From an optimization exercise on the open Yosys and OpenROAD flow, aimed at small area; shortcuts taken in it are not production practice. In this exercise RTL edits were held to simulation tests only and were not proved equivalent to the original. Power and IR drop assume default switching activity.

== north ==
Design SYS_CTRL, start of the top module:
module SYS_CTRL(
input wire clk,
input wire rst_n,
input wire [7:0] rx_data,
input wire rx_valid,
input wire tx_busy,
output wire [7:0] tx_data,
output wire tx_valid,
output wire [7:0] uart_config,
output wire [7:0] div_ratio
);
Size in the first run: ~170 flip-flops, roughly 37 I/O pins.
==> flow/config.mk <==
export PLATFORM = sky130hd
export DESIGN_NAME = SYS_CTRL
export DESIGN_NICKNAME = SYS_CTRL
export VERILOG_FILES = /design/flow/design.v
export SDC_FILE = /design/flow/constraint.sdc
export NUM_CORES = 4
export LEC_CHECK = 0
export CAP_MARGIN = 20
export CORE_MARGIN = 2
export CORE_UTILIZATION = 40
export SLEW_MARGIN = 20
==> flow/constraint.sdc <==
create_clock -name core_clock -period 40.0 [get_ports {clk}]
set_input_delay 8.0000 -clock core_clock [delete_from_list [all_inputs] [get_ports {clk}]]
set_output_delay 8.0000 -clock core_clock [all_outputs]
set_load 0.01 [all_outputs]
run.sh (not shown) runs the stock make flow with config.mk's settings and CLKGATE_MAP_FILE= SYNTH_SCRIPT=/design/flow/synth_recipe.tcl, a recipe that flattens the netlist after the stock synthesis.
> inputs changed (north -> south)
- ABC_AREA newly set to 1
- CTS_BUF_LIST newly set to sky130_fd_sc_hd__clkbuf_8
==> comparison <==
- Of south and north, it is south that has the lower die height.
- Of the two values seen for origin of the worst setup path, rx_data[1] was produced by north and state[2]$_DFFE_PN0P_ by south.
- A critical path endpoint of tx_valid is what south shows, while state[2]$_DFFE_PN0P_ belongs to north.
- Post-synthesis compound-gate area fraction down 3.3 points in south wrt north
- Placed instance area delta for south relative to north: 76 um^2 lower
- From north to south the numbers moved as follows: post-synth net total went up 125, met2 global-route usage decreased by 2.9 points relative to the old numbers, portion of the clock cycle consumed by the worst path in the final layout saw a decrease, relative area change from synthesis to final layout shrank by 2.6 points, total global routing track utilization roughly the same.

========
== build 58 ==
SYS_CTRL, a different RTL version from the one above (not shown whole).
For scale: about 170 flip-flops, ~6400 sq um of cells after synthesis.
clock: 40.0 ns
lec_check: 0
abc_area: 1
cap_margin: 20
core_margin: 2
core_utilization: 40
gpl_timing_driven: 0
slew_margin: 20
standard.sh (not shown) runs the stock make flow with config.mk's settings and CLKGATE_MAP_FILE= SYNTH_SCRIPT=/design/flow/synth_recipe.tcl, a recipe that flattens the netlist after the stock synthesis.
==> flow/flow/run.sh <==
#!/bin/bash
# Layout flow: the standard flow (standard.sh) with these changes:
#  - synthesis maps with an area-oriented ABC script (flow/abc_area.script:
#    no buffering or upsizing inside ABC) and buffers pass-through wires
#    with buf_1 instead of buf_4; registers are mapped exactly as in the
#    standard synthesis;
#  - port buffers are buf_1;
#  - the clock tree is built from clkbuf_8 without dummy loads.
# Each tool's output goes to its own log file in this folder.
set -euo pipefail
W=$(pwd)
rm -rf "$W/scripts_area"
cp -r "$FLOW_HOME/scripts" "$W/scripts_area"
cp "$W/flow/abc_area.script" "$W/scripts_area/abc_area.script"
bash standard.sh SCRIPTS_DIR="$W/scripts_area" ABC_AREA=1 \
  "MIN_BUF_CELL_AND_PORTS=sky130_fd_sc_hd__buf_1 A X" synth > "$W/synth.log" 2>&1
bash standard.sh "BUFFER_PORTS_ARGS=-buffer_cell sky130_fd_sc_hd__buf_1" \
  "CTS_ARGS=-sink_clustering_enable -repair_clock_nets -buf_list sky130_fd_sc_hd__clkbuf_8 -dont_use_dummy_load" \
  finish > "$W/layout.log" 2>&1
==> flow/flow/abc_area.script <==
strash
&get -n
&st
&dch
&nf -R 1000 -p -F 8 -A 4
&put
topo
Build 58 completed; timing, DRC and antenna clean
For build 19, these inputs were changed with respect to build 58:
diff --git a/flow/flow/run.sh b/flow/flow/run.sh
--- a/flow/flow/run.sh
+++ b/flow/flow/run.sh
@@ -16,4 +16,4 @@
   "MIN_BUF_CELL_AND_PORTS=sky130_fd_sc_hd__buf_1 A X" synth > "$W/synth.log" 2>&1
 bash standard.sh "BUFFER_PORTS_ARGS=-buffer_cell sky130_fd_sc_hd__buf_1" \
-  "CTS_ARGS=-sink_clustering_enable -repair_clock_nets -buf_list sky130_fd_sc_hd__clkbuf_8 -dont_use_dummy_load" \
+  "CTS_ARGS=-sink_clustering_enable -repair_clock_nets -buf_list sky130_fd_sc_hd__clkbuf_16 -dont_use_dummy_load -sink_clustering_size 40 -sink_clustering_max_diameter 150 -sink_clustering_levels 1" \
   finish > "$W/layout.log" 2>&1
diff --git a/flow/config.mk b/flow/config.mk
--- a/flow/config.mk
+++ b/flow/config.mk
@@ -10,4 +10,3 @@
 export CORE_MARGIN = 2
 export CORE_UTILIZATION = 40
-export GPL_TIMING_DRIVEN = 0
 export SLEW_MARGIN = 20
==> summary.txt <==
Combinational power: build 58 vs build 19 — no meaningful difference
Diff build 19..build 58 | clock transition at the register clock pins on the worst setup and hold paths after CTS | negligible
Final setup slack of the worst path: build 19 vs build 58 up 0.18 ns
Build 58 → build 19: area growth from synthesis to layout went up 2.8 points; share of the core filled with cells in the final layout grew by 1.2 points; detailed-routed wire length on met3 moved down.
In the final reports, the cell area of build 19 is larger than that of build 58.
Input-level comparison between build 57 and build 19:
diff --git a/flow/flow/run.sh b/flow/flow/run.sh
--- a/flow/flow/run.sh
+++ b/flow/flow/run.sh
@@ -16,4 +16,4 @@
   "MIN_BUF_CELL_AND_PORTS=sky130_fd_sc_hd__buf_1 A X" synth > "$W/synth.log" 2>&1
 bash standard.sh "BUFFER_PORTS_ARGS=-buffer_cell sky130_fd_sc_hd__buf_1" \
-  "CTS_ARGS=-sink_clustering_enable -repair_clock_nets -buf_list sky130_fd_sc_hd__clkbuf_16 -dont_use_dummy_load -sink_clustering_size 40 -sink_clustering_max_diameter 150 -sink_clustering_levels 1" \
+  "CTS_ARGS=-sink_clustering_enable -repair_clock_nets -buf_list sky130_fd_sc_hd__clkbuf_8 -dont_use_dummy_load" \
   finish > "$W/layout.log" 2>&1
Notes after the runs:
Looking at number of global-route vias before repair, build 57 sits about 0.7% above build 19. Share of the clock period used by the worst path across build 19 and build 57: no real change. Clock power in build 57 is 32% below build 19. Going from build 19 to build 57, cell leakage power went down by 0.087 nW; overall track demand over capacity in global routing shows no meaningful change. Worst reg-to-reg setup slack: build 57 vs build 19 up 0.08 ns. The peak clock frequency supported by timing of build 57 and that of build 19 are within noise of each other. Looking at final standard cell area without fillers across both flows, build 57 is the stronger of the two, with build 19 trailing. On non-filler instance count after layout, build 19 and build 57 are neck and neck. The aggregate routed wire length was comparable across build 19 and build 57. Global routing usage on met3, build 19 and build 57: larger value in build 57.

==> what the ideal ports hide <==
How much do the figures lean on ideal ports? The routed layouts below were timed once more, with nothing changed but the port constraints. Step 1 sets driving cells, clkbuf_16 on the clock port and buf_2 on the other inputs (assumed; they add their load-dependent delay and slew). Step 2, shift: input delay + t, output delay - t, t = (earliest + latest rising clock arrival at the registers) / 2. This alone moves slack from input paths to output paths. Three values: no drivers, after step 1, after step 2; two values: the first two.
| run | t (ns) | slack for setup (ns) | hold WS [ns] | slew at the worst register clock pin (ns) | worst data-port slew with drivers (ns) |
|---|---|---|---|---|---|
| north | 0.458 | 29.806 / 29.781 / 29.367 | 0.325 / 0.325 / 0.325 | 0.07 / 0.07 | 0.03 |
| south | 0.494 | 30.125 / 30.085 / 29.914 | 0.326 / 0.326 / 0.326 | 0.10 / 0.10 | 0.06 |
| build 58 | 0.462 | 29.753 / 29.763 / 29.302 | 0.305 / 0.305 / 0.305 | 0.09 / 0.09 | 0.04 |
| build 19 | 0.456 | 29.936 / 29.946 / 29.490 | 0.311 / 0.311 / 0.311 | 0.07 / 0.07 | 0.04 |
| build 57 | 0.475 | 29.924 / 29.933 / 29.458 | 0.309 / 0.309 / 0.309 | 0.10 / 0.10 | 0.04 |
After both steps setup and hold are still met in every run listed. For build 57, which loses most, drivers alone change the setup slack by +0.009 ns; drivers and shift together by -0.466 ns.
